Context: an optimization exercise on an open-source flow, tuned for small area. The choices shown serve that exercise and are no tape-out recipe. The RTL was checked by simulation tests, not by an equivalence proof against the original design. Power and IR drop assume default switching activity.

## uart_ctrl
module uart_ctrl #(
  parameter int unsigned UartDataWidth  = 8,
  parameter int unsigned BusDataWidth   = 32,
  parameter int unsigned FifoDepth      = 16,
  parameter int unsigned ClockFrequency = 50_000_000,
  parameter int unsigned OverSampleRate = 16
) (
  input  logic                    clk_i,
  input  logic                    rst_i,
  input  logic                    rxd_i,
  input  logic                    bus_wr_en_i,
  input  logic [BusDataWidth-1:0] bus_addr_i,
  input  logic [BusDataWidth-1:0] bus_wdata_i,
  output logic                    txd_o,
  output logic [BusDataWidth-1:0] bus_rdata_o
);
  logic       baud_clk;
  logic       rx_valid, rx_busy_r, rx_busy, tx_busy;
  logic [7:0] rx_data, rx_fifo_rdata;
  logic       rx_fifo_full, rx_fifo_empty, tx_fifo_full, tx_fifo_empty;
  logic [1:0] baud_rate_q;
  logic rd_sel, wr_sel;
  assign rd_sel = !bus_wr_en_i;
  assign wr_sel =  bus_wr_en_i;
  always_ff @(posedge clk_i or posedge rst_i) begin
    if (rst_i) begin
      rx_busy     <= 1'b0;
      baud_rate_q <= 2'b00;
  ...
Settings: LEC_CHECK=0, CAP_MARGIN=20, CORE_MARGIN=2, CORE_UTILIZATION=40, SLEW_MARGIN=20; clock period 20.0 ns.
standard.sh (not shown) runs the stock make flow with config.mk's settings and CLKGATE_MAP_FILE= SYNTH_SCRIPT=/design/flow/synth_recipe.tcl, a recipe that flattens the netlist after the stock synthesis.
==> flow/flow/run.sh <==
#!/bin/bash
# Layout flow: the standard ORFS flow (standard.sh) with these changes:
#  - synthesis: the standard flow's own synthesis script (synth_recipe.tcl, unchanged) but
#    ABC maps the logic for area (strash; dc2; dch -f; amap) instead of
#    ORFS's speed script (which buffers and upsizes at synthesis), and no
#    separate adder extraction; registers are mapped exactly as in the
#    standard synthesis;
#  - one tie cell drives all constant outputs (no tie fan-out repair);
#  - port buffers are buf_1 cells;
#  - after placement repair, a power-recovery pass of repair_timing downsizes
#    cells on paths with slack (flow/recover.tcl);
#  - clock tree synthesis without dummy loads, clkbuf_4 clusters of up to 10
#    sinks.
# Each step's full output goes to the ORFS logs under orfs/logs/; make's own
# output goes to flow_make.log in the work folder.
set -euo pipefail
W=$(pwd)
cat > "$W/flow_synth.tcl" <<EOT
proc abc {args} {
  set keep {}
  set skip 0
  foreach a \$args {
    if {\$skip} { set skip 0; continue }
    if {\$a eq "-script" || \$a eq "-constr"} { set skip 1; continue }
    lappend keep \$a
  }
  yosys abc -script {+strash;dc2;dch,-f;amap} {*}\$keep
}
source $W/synth_recipe.tcl
EOT
CTS="-sink_clustering_enable -repair_clock_nets -dont_use_dummy_load -sink_clustering_size 10 -sink_clustering_max_diameter 40 -buf_list sky130_fd_sc_hd__clkbuf_4"
bash "$W/standard.sh" \
  "SYNTH_SCRIPT=$W/flow_synth.tcl" \
  "ADDER_MAP_FILE=" \
  "SKIP_REPAIR_TIE_FANOUT=1" \
  "CTS_ARGS=$CTS" \
  "BUFFER_PORTS_ARGS=-buffer_cell sky130_fd_sc_hd__buf_1" \
  "POST_RESIZE_TCL=$W/flow/recover.tcl" \
  finish > "$W/flow_make.log" 2>&1
==> flow/flow/recover.tcl <==
puts "AREA before recover: [rsz::design_area]"
repair_timing -recover_power 100 -verbose
puts "AREA after recover: [rsz::design_area]"
The starting point finished clean.
Rerun with:
--- a/flow/flow/run.sh
+++ b/flow/flow/run.sh
@@ -2,8 +2,7 @@
 # Layout flow: the standard ORFS flow (standard.sh) with these changes:
 #  - synthesis: the standard flow's own synthesis script (synth_recipe.tcl, unchanged) but
-#    ABC maps the logic for area (strash; dc2; dch -f; amap) instead of
-#    ORFS's speed script (which buffers and upsizes at synthesis), and no
-#    separate adder extraction; registers are mapped exactly as in the
-#    standard synthesis;
+#    ABC maps with its default liberty script (no ORFS speed script, so no
+#    buffering/upsizing at synthesis) and no separate adder extraction;
+#    registers are mapped exactly as in the standard synthesis;
 #  - one tie cell drives all constant outputs (no tie fan-out repair);
 #  - port buffers are buf_1 cells;
@@ -25,5 +24,5 @@
     lappend keep \$a
   }
-  yosys abc -script {+strash;dc2;dch,-f;amap} {*}\$keep
+  yosys abc {*}\$keep
 }
 source $W/synth_recipe.tcl
Synthesized area rose by 4.3%.
Clock-buffer cell count rose by 2.
Via count fell by 7.1%.
Critical path depth fell by 2.
Synthesized cell count fell by 2.7%.
Register-to-register slack gets better by 0.48 ns.
Rerun with:
--- a/flow/flow/run.sh
+++ b/flow/flow/run.sh
@@ -2,7 +2,8 @@
 # Layout flow: the standard ORFS flow (standard.sh) with these changes:
 #  - synthesis: the standard flow's own synthesis script (synth_recipe.tcl, unchanged) but
-#    ABC maps with its default liberty script (no ORFS speed script, so no
-#    buffering/upsizing at synthesis) and no separate adder extraction;
-#    registers are mapped exactly as in the standard synthesis;
+#    ABC maps the logic for area (strash; dc2; dch -f; amap with 3 area-flow and 10 exact-area passes) instead of
+#    ORFS's speed script (which buffers and upsizes at synthesis), and no
+#    separate adder extraction; registers are mapped exactly as in the
+#    standard synthesis;
 #  - one tie cell drives all constant outputs (no tie fan-out repair);
 #  - port buffers are buf_1 cells;
@@ -24,5 +25,5 @@
     lappend keep \$a
   }
-  yosys abc {*}\$keep
+  yosys abc -script {+strash;dc2;dch,-f;amap,-F,3,-A,10} {*}\$keep
 }
 source $W/synth_recipe.tcl
The changed run completed without violations.
Hold slack gets better by 0.039 ns.
Non-clock buffer count is lower by 4.
Global-route usage is higher by 2.5 points.
Final area is lower by 4.8%.
Sequential power is lower by 5.4%.
Core utilization is lower by 0.29 points.
Clock power is higher by about 1%.
Via count is higher by 7.3%.
Wire length is higher by 9.8%.
Total power is lower by 5.4%.
First-iteration DRC count is higher by 23%.

* * *

uart_ctrl, a different RTL version from the one above (not shown whole).
Size: about 1000 cells after synthesis, about 12000 um2 of cells after synthesis.
clock: 20.0 ns
lec_check: 0
cap_margin: 20
core_margin: 2
core_utilization: 40
cts_buf_list: sky130_fd_sc_hd__clkbuf_8
cts_cluster_diameter: 60
cts_cluster_size: 20
slew_margin: 20
run.sh (not shown) runs the stock make flow with config.mk's settings and CLKGATE_MAP_FILE= SYNTH_SCRIPT=/design/flow/synth_recipe.tcl, a recipe that flattens the netlist after the stock synthesis.
Stock flow here: none of the scripts above is used.
The first run finished clean.
Rerun with:
- CTS_BUF_LIST: sky130_fd_sc_hd__clkbuf_8 -> sky130_fd_sc_hd__clkbuf_16
- CTS_CLUSTER_DIAMETER: 60 -> 80
- CTS_CLUSTER_SIZE: 20 -> 24
Hold slack gains 0.0089 ns.
Routed wire length came out lower by 0.74%.
Die area stays the same.
Setup slack hardly moves.
Rerun with:
==> flow/flow/run.sh (new file) <==
#!/bin/bash
# Layout flow: the standard ORFS flow (standard.sh) with three changes:
#  - clock tree synthesis without dummy loads, clkbuf_4 clusters of up to 10 sinks;
#  - port buffers are buf_1 cells;
#  - after placement repair, a power-recovery pass of repair_timing downsizes
#    cells on paths with slack (flow/recover.tcl).
# Each step's full output goes to the ORFS logs under orfs/logs/; make's own
# output goes to flow_make.log in the work folder.
set -euo pipefail
W=$(pwd)
CTS="-sink_clustering_enable -repair_clock_nets -dont_use_dummy_load -sink_clustering_size 10 -sink_clustering_max_diameter 40 -buf_list sky130_fd_sc_hd__clkbuf_4"
bash "$W/standard.sh" \
  "CTS_ARGS=$CTS" \
  "BUFFER_PORTS_ARGS=-buffer_cell sky130_fd_sc_hd__buf_1" \
  "POST_RESIZE_TCL=$W/flow/recover.tcl" \
  finish > "$W/flow_make.log" 2>&1
==> flow/flow/recover.tcl (new file) <==
puts "AREA before recover: [rsz::design_area]"
repair_timing -recover_power 100 -verbose
puts "AREA after recover: [rsz::design_area]"
==> flow/standard.sh (new file) <==
#!/bin/bash
# synth_recipe.tcl (not shown) runs the flow's synth.tcl, then flattens the netlist and writes it again
# the make line also repeats each setting of config.mk as NAME=value (left out here)
make -C /OpenROAD-flow-scripts/flow DESIGN_CONFIG=/design/flow/config.mk WORK_HOME=/design/flow/orfs CLKGATE_MAP_FILE= SYNTH_SCRIPT=/design/flow/synth_recipe.tcl "${@:-finish}"
- CTS_BUF_LIST: sky130_fd_sc_hd__clkbuf_16 -> unset
- CTS_CLUSTER_DIAMETER: 80 -> unset
- CTS_CLUSTER_SIZE: 24 -> unset
removed: flow/run.sh
=>
- The changed run ran to the end with no violations
- total power went down by 6.9%
- routed wire length went up by 0.35%
- via count went up by 1.6%
- cell area went down by 3.4%
- cell count went up by 1.3%
- area after synthesis stays the same
- first-iteration DRC count went up by 2.2%
- non-clock buffer count went up by 3
- core utilization went down by 1.5 points
Rerun with:
==> flow/run.sh (new file) <==
#!/bin/bash
# synth_recipe.tcl (not shown) runs the flow's synth.tcl, then flattens the netlist and writes it again
# the make line also repeats each setting of config.mk as NAME=value (left out here)
make -C /OpenROAD-flow-scripts/flow DESIGN_CONFIG=/design/flow/config.mk WORK_HOME=/design/flow/orfs CLKGATE_MAP_FILE= SYNTH_SCRIPT=/design/flow/synth_recipe.tcl finish
- CTS_BUF_LIST: unset -> sky130_fd_sc_hd__clkbuf_8
- CTS_CLUSTER_DIAMETER: unset -> 50
- CTS_CLUSTER_SIZE: unset -> 15
removed: flow/flow/run.sh
removed: flow/flow/recover.tcl
removed: flow/standard.sh
Effect:
- The new run completed with no timing, DRC or antenna violations
- hold slack improves by 0.081 ns
- wire length rose by 0.75%
- sequential power rose by about 2%
- fmax fell by 7.2%
- power rose by 11%
- combinational power is about the same

[afterwards: timing with drivers on the ports]
No port has a modelled driver above. Below, the same layouts with a new extraction and two added sets of constraints. Step 1 assumes that a clkbuf_16 drives the clock port and a buf_2 every other input. Step 2 moves the port delays by t, midway between the first and last clock arrival at a register: inputs arrive t later, outputs are due t later. That takes back most of the time a late clock gives input paths. Slacks: no drivers / after step 1 / after step 2; pairs: no drivers / after step 1.
| run | t (ns) | setup slack, ns | worst setup path at the end | clock arrival spread, ns | worst data-port slew with drivers (ns) |
|---|---|---|---|---|---|
| the first run of note 1 | 0.654 | 10.221 / 10.197 / 10.197 | input to output | 0.137 / 0.137 | 0.03 |
| the second run of note 1 | 0.661 | 10.540 / 10.499 / 10.499 | input to output | 0.111 / 0.111 | 0.04 |
| the third run of note 1 | 0.679 | 10.370 / 10.340 / 10.340 | input to output | 0.135 / 0.135 | 0.03 |
| the first run of note 2 | 0.633 | 9.617 / 9.596 / 9.596 | input to output | 0.046 / 0.047 | 0.04 |
| the second run of note 2 | 0.554 | 9.618 / 9.597 / 9.597 | input to output | 0.022 / 0.023 | 0.04 |
| the third run of note 2 | 0.658 | 10.352 / 10.333 / 10.333 | input to output | 0.100 / 0.099 | 0.05 |
| the fourth run of note 2 | 0.633 | 9.600 / 9.579 / 9.579 | input to output | 0.046 / 0.046 | 0.04 |
After both steps setup and hold are still met in every run listed. For the second run of note 1, which loses most, drivers alone change the setup slack by -0.041 ns; drivers and shift together by -0.041 ns.
